Context: an optimization exercise on an open-source flow, tuned for small area. The choices shown serve that exercise and are no tape-out recipe.
The RTL was checked by simulation tests, not by an equivalence proof against the original design.
The flow treats the clock pin as an ideal source. Dropping or thinning the clock tree relies on that and would not hold on a real chip.
Power is estimated from default activity; no workload was simulated.

Setup of run A:
==> flow/design.v <==
package g;
    localparam int CLK_FREQ = 50_000_000;
    localparam int BAUD_RATE = 115200;
    localparam int NEC_SAMPLING_RATE = 80000;
    typedef logic [11:0] bcd_t;
endpackage
module top_nec_uart #(
    parameter logic [27:0] MAX_TIMER_CNT = 27'd25_000_000 - 27'b1
) (
    input logic sys_clk,
    input logic sys_rst_n,
    input  logic remote_in,
    output logic uart_out
);
    logic [9:0] pc;
    logic tick, go_ph;
    assign tick  = pc == 10'b1000011011;   
    assign go_ph = pc == 10'b1110110001;   
    always_ff @(posedge sys_clk or negedge sys_rst_n) begin
        if (!sys_rst_n) pc <= 10'b1000111100;   
        else if (tick) pc <= 10'b1111111111;
        else pc <= {pc[0] ^ pc[3], pc[9:1]};
    end
    logic       pre_event;
    logic [7:0] last;
    nec_core u_core (
        .sys_clk(sys_clk),
        .sys_rst_n(sys_rst_n),
        .tick(tick),
        .go_ph(go_ph),
        .remote_in(remote_in),
        .pre_event(pre_event),
        .last(last),
        .uart_out(uart_out)
    );
endmodule
module nec_core (
    input logic sys_clk,
    input logic sys_rst_n,
    input logic tick,
    input logic go_ph,
    input logic remote_in,
    output logic pre_event,
    output logic [7:0] last,
    output logic uart_out
);
    typedef enum logic [2:0] {
        S_IDLE,
        S_BURST,    
        S_JUDGE,    
        S_MARK,     
        S_SPACE,    
        S_GOT,      
        S_POST,     
        S_FIN       
    } state_t;
    logic rin0, rin1;
    always_ff @(posedge sys_clk or negedge sys_rst_n) begin
        if (!sys_rst_n) begin
            rin0 <= 1'b1;
            rin1 <= 1'b1;
        end else if (tick) begin
            rin0 <= remote_in;
            rin1 <= rin0;
        end
    end
    state_t cur, nxt;
    logic [9:0] timer;
    logic one;     
    logic tload;   
    logic [8:0] sh;
    logic [4:0] cnt;
    logic [2:0] chr;   
    always_comb begin
        nxt = cur;
        one = 1'b0;
        tload = 1'b0;
        case (cur)
            S_IDLE: if (!rin1) nxt = S_BURST;
            S_BURST: begin
                if (timer >= 10'd710 && timer <= 10'd730 && rin1) nxt = S_JUDGE;
                else if (timer > 10'd730 || rin1) nxt = S_IDLE;
            end
            S_JUDGE: begin
                if (timer >= 10'd170 && timer <= 10'd190) begin
                    if (!rin1) begin
                        nxt = S_POST;
                        tload = 1'b1;
                    end
                end else if (timer >= 10'd350 && timer <= 10'd370) begin
                    if (!rin1) nxt = S_MARK;
                end else if (timer > 10'd370) nxt = S_IDLE;
            end
            S_MARK: begin
                if (timer >= 10'd35 && timer <= 10'd55) begin
                    if (rin1) nxt = S_SPACE;
                end else if (timer > 10'd55) nxt = S_IDLE;
            end
            S_SPACE: begin
                if (timer >= 10'd35 && timer <= 10'd55) begin
                    if (!rin1) nxt = S_GOT;
                end else if (timer >= 10'd125 && timer <= 10'd145) begin
                    if (!rin1) begin
                        nxt = S_GOT;
                        one = 1'b1;
                    end
                end else if (timer > 10'd145) nxt = S_IDLE;
            end
            S_GOT: begin
                if (cnt == 5'd0) nxt = S_POST;
                else nxt = S_MARK;
            end
            S_POST: begin
                if (timer[0]) nxt = S_FIN;
                else if (sh[8]) nxt = S_IDLE;
            end
            S_FIN: if (rin1) nxt = S_IDLE;
            default: ;
        endcase
    end
    always_ff @(posedge sys_clk or negedge sys_rst_n) begin
        if (!sys_rst_n) cur <= S_IDLE;
        else if (tick) cur <= nxt;
    end
    always_ff @(posedge sys_clk) begin
        if (tick && cur != nxt) timer <= {9'd0, tload};
        else timer <= timer + {9'd0, tick};
    end
    always_ff @(posedge sys_clk or negedge sys_rst_n) begin
        if (!sys_rst_n) last <= 8'd0;
        else if (tick && cur == S_POST && !timer[0] && !sh[8]) last <= sh[7:0];
    end
    assign pre_event = cur == S_POST && timer[0];
    logic busy, go, slot_end, load, rx_bit, chk;
    assign busy = chr != 3'd5;
    assign go = pre_event && go_ph;
    assign slot_end = busy && sh == 9'b111100100;
    assign load = go || slot_end;
    assign rx_bit = tick && cur == S_SPACE && nxt == S_GOT;
    assign chk = cnt[4:3] == 2'b11;   
    always_ff @(posedge sys_clk) begin
        if (load) begin
            sh <= (go || cnt[3:0] == 4'd8) ? 9'b111111111 : 9'b000111111;
        end else if (busy) begin
            sh <= {sh[0] ^ sh[4], sh[8:1]};
        end else if (rx_bit) begin
            sh[7:0] <= {chk ? sh[0] : one, sh[7:1]};
            sh[8] <= chk && (sh[8] || one == sh[0]);
        end
    end
    always_ff @(posedge sys_clk) begin
        if (go) cnt <= 5'd9;
        else if ((busy && slot_end && cnt[3] && cnt[0]) || (tick && cur == S_JUDGE)) cnt <= 5'd0;
        else cnt <= cnt + {4'd0, slot_end || rx_bit};
    end
    always_ff @(posedge sys_clk or negedge sys_rst_n) begin
        if (!sys_rst_n) chr <= 3'd5;
        else if (go) chr <= 3'd7;
        else if (slot_end && cnt[3] && cnt[0]) chr <= chr + 3'd1;
    end
    logic [1:0] d2;
    logic [3:0] d1, d0;
    always_comb begin
        logic [19:0] t;
        t = {12'b0, last};
        for (int i = 0; i < 8; i = i + 1) begin
            t[11:8]  = (t[11:8] > 4'd4) ? t[11:8] + 4'd3 : t[11:8];
            t[15:12] = (t[15:12] > 4'd4) ? t[15:12] + 4'd3 : t[15:12];
            t = t << 1;
        end
        d2 = t[17:16];
        d1 = t[15:12];
        d0 = t[11:8];
    end
    logic [3:0] slot;
    logic [3:0] dg;
    logic db, cb;
    assign slot = cnt[3:0];
    always_comb begin
        case (chr[1:0])
            2'd0: dg = {2'b00, d2};
            2'd1: dg = d1;
            default: dg = d0;
        endcase
        case (slot[1:0])
            2'd1: db = dg[0];
            2'd2: db = dg[1];
            2'd3: db = dg[2];
            default: db = dg[3];
        endcase
        case (slot)
            4'd1: cb = chr[0];
            4'd2: cb = !chr[0];
            4'd3: cb = chr[0];
            4'd4: cb = 1'b1;
            default: cb = 1'b0;
        endcase
        if (!busy || slot == 4'd9) uart_out = 1'b1;
        else if (slot == 4'd0) uart_out = 1'b0;
        else if (chr[2] || chr == 3'd3) uart_out = cb;
        else if (slot >= 4'd5) uart_out = slot <= 4'd6;   
        else uart_out = db;
    end
endmodule
clock: 20.0 ns
lec_check: 0
cap_margin: 20
core_margin: 2
core_utilization: 40
slew_margin: 20
standard.sh (not shown) runs the stock make flow with config.mk's settings and CLKGATE_MAP_FILE= SYNTH_SCRIPT=/design/flow/synth_recipe.tcl, a recipe that flattens the netlist after the stock synthesis.
==> flow/flow/run.sh <==
#!/bin/bash
# Layout flow: the standard flow (standard.sh) with
#  * synthesis: ABC maps for area with no delay target and adders are not
#    extracted (flow/my_synth.tcl.in);
#  * clock tree: flow/clock_tree.tcl replaces TritonCTS's H-tree with 2
#    clkbuf_16, each driving the registers near it;
#  * port buffers: buf_1.
# All tool output goes to the ORFS logs under orfs/logs and to flow_make.log.
set -euo pipefail
W=$(pwd)
sed -e "s|@FLOW_SYNTH@|$W/synth_recipe.tcl|" -e "s|@FLOW@|$W/flow|" flow/my_synth.tcl.in > my_synth.tcl
bash standard.sh SYNTH_SCRIPT=$W/my_synth.tcl ADDER_MAP_FILE= \
  PRE_CTS_TCL=$W/flow/clock_tree.tcl \
  "BUFFER_PORTS_ARGS=-buffer_cell sky130_fd_sc_hd__buf_1" \
  finish > flow_make.log 2>&1
==> flow/flow/clock_tree.tcl <==
# PRE_CTS_TCL hook: replaces TritonCTS with a one-level clock tree. The
# registers are split into 2 groups by position (k-means); each
# group gets one buffer, placed at its centre and driven by the clock port.
proc clock_tree_synthesis {args} {
  set nbuf 2
  set cell sky130_fd_sc_hd__clkbuf_16
  set block [ord::get_db_block]
  set clk_port_net [$block findNet sys_clk]
  set master [[ord::get_db] findMaster $cell]
  set sinks {}
  foreach it [$clk_port_net getITerms] {
    set bb [[$it getInst] getBBox]
    lappend sinks [list $it [expr {([$bb xMin] + [$bb xMax]) / 2.0}] [expr {([$bb yMin] + [$bb yMax]) / 2.0}]]
  }
  set n [llength $sinks]
  # k-means, seeded with sinks spread along the list sorted by x+y
  set sorted [lsort -real -index 1 $sinks]
  set cent {}
  for {set k 0} {$k < $nbuf} {incr k} {
    set s [lindex $sorted [expr {int(($k + 0.5) * $n / $nbuf)}]]
    lappend cent [list [lindex $s 1] [lindex $s 2]]
  }
  for {set iter 0} {$iter < 50} {incr iter} {
    set assign {}
    foreach s $sinks {
      set best 0; set bd 1e30
      for {set k 0} {$k < $nbuf} {incr k} {
        set c [lindex $cent $k]
        set d [expr {abs([lindex $s 1] - [lindex $c 0]) + abs([lindex $s 2] - [lindex $c 1])}]
        if {$d < $bd} { set bd $d; set best $k }
      }
      lappend assign $best
    }
    set newc {}
    for {set k 0} {$k < $nbuf} {incr k} {
      set sx 0.0; set sy 0.0; set m 0
      foreach s $sinks a $assign {
        if {$a == $k} { set sx [expr {$sx + [lindex $s 1]}]; set sy [expr {$sy + [lindex $s 2]}]; incr m }
      }
      if {$m > 0} { lappend newc [list [expr {$sx / $m}] [expr {$sy / $m}]] } else { lappend newc [lindex $cent $k] }
    }
    set cent $newc
  }
  for {set k 0} {$k < $nbuf} {incr k} {
    set buf [odb::dbInst_create $block $master clkbuf_$k\_sys_clk]
    set net [odb::dbNet_create $block clknet_$k\_sys_clk]
    $net setSigType CLOCK
    set m 0
    foreach s $sinks a $assign {
      if {$a == $k} { set it [lindex $s 0]; $it disconnect; $it connect $net; incr m }
    }
    [$buf findITerm A] connect $clk_port_net
    [$buf findITerm X] connect $net
    set c [lindex $cent $k]
    $buf setLocation [expr {int([lindex $c 0])}] [expr {int([lindex $c 1])}]
    $buf setPlacementStatus PLACED
    puts "clock buffer $k ($cell): $m sinks"
  }
  set_propagated_clock [all_clocks]
}
Other scripts of this flow, unchanged in this note and not shown: flow/flow/area.abc, flow/flow/my_synth.tcl.in
What run B does differently from run A at the input level:
Settings: CORE_UTILIZATION changed from 40 to 70; PLACE_DENSITY newly set to 0.85.
==> summary.txt <==
The well tap count of run B falls short of that of run A by 38%. Diff run A -> run B: fraction of power spent switching nets went down 0.29 points; net count after synthesis held steady; minimum setup slack in the final design went down 0.35 ns. For the relative slew slack, run B came in 5.8 points lower than run A did. On fraction of power consumed by combinational cells, run B and run A are basically level. Placed cell area down about 1.3% in run B wrt run A. Of run B and run A, run A shows the lower via count, with run B above it. Compared to run A, the router laid down more metal wire for run B. Compared with run A, filler cell count in the final layout in run B decreased by more than half. The clock latency on the worst-skew pair on run B is in line with that on run A.
Relative to run B, the following input files were edited for run C:
Settings: PLACE_DENSITY removed (was 0.85); CORE_UTILIZATION changed from 70 to 40.
--- a/flow/flow/run.sh
+++ b/flow/flow/run.sh
@@ -6 +6,2 @@
-#    clkbuf_16, each driving the registers near it;
+#    buf_12 (smaller than clkbuf_16 and within the clock-pin slew limit),
+#    each driving the registers near it;
--- a/flow/flow/clock_tree.tcl
+++ b/flow/flow/clock_tree.tcl
@@ -6 +6 @@
-  set cell sky130_fd_sc_hd__clkbuf_16
+  set cell sky130_fd_sc_hd__buf_12
[summary]
Relative to run B, power per cell area has decreased by 1.1 nW/um2 in run C.
Run C ends up with lower routed wire length on met2 than run B does.
The portion of total power attributed to the clock network of run C falls short of that of run B by 0.9 points.
On time the final worst path needs with I/O delays and setup, the higher figure sits with run B, not run C.
Relative to run B, share of the core filled with cells in the final layout has decreased by 32 points in run C.
In every run of this note, the design's own scripts or RTL, not TritonCTS, make the clock network.

static timing again, ports no longer ideal:
The results above use ideal ports. As a check the final layouts listed here were re-extracted and re-timed, cells and wires unchanged.
Step 1 sets driving cells, clkbuf_16 on the clock port and buf_2 on the other inputs (assumed; they add their load-dependent delay and slew).
Step 2 adds t to the input delays and takes it off the output delays; t is the mean of the earliest and latest rising clock arrival at the registers after step 1. Input paths then give back, and output paths get back, about the clock's delay inside the block.
Three values: no drivers, after step 1, after step 2; two values: the first two.
run	t, ns	setup slack, ns	worst hold slack (ns)	clock arrival spread, ns	slew at the worst register clock pin (ns)
run A	0.207	11.365 / 11.315 / 11.523	0.370 / 0.370 / 0.370	0.004 / 0.005	0.10 / 0.10
run B	0.206	11.018 / 10.969 / 11.174	0.380 / 0.380 / 0.380	0.029 / 0.029	0.11 / 0.11
run C	0.184	11.386 / 11.332 / 11.516	0.371 / 0.371 / 0.371	0.004 / 0.003	0.10 / 0.10
After both steps every run listed still meets setup and hold.
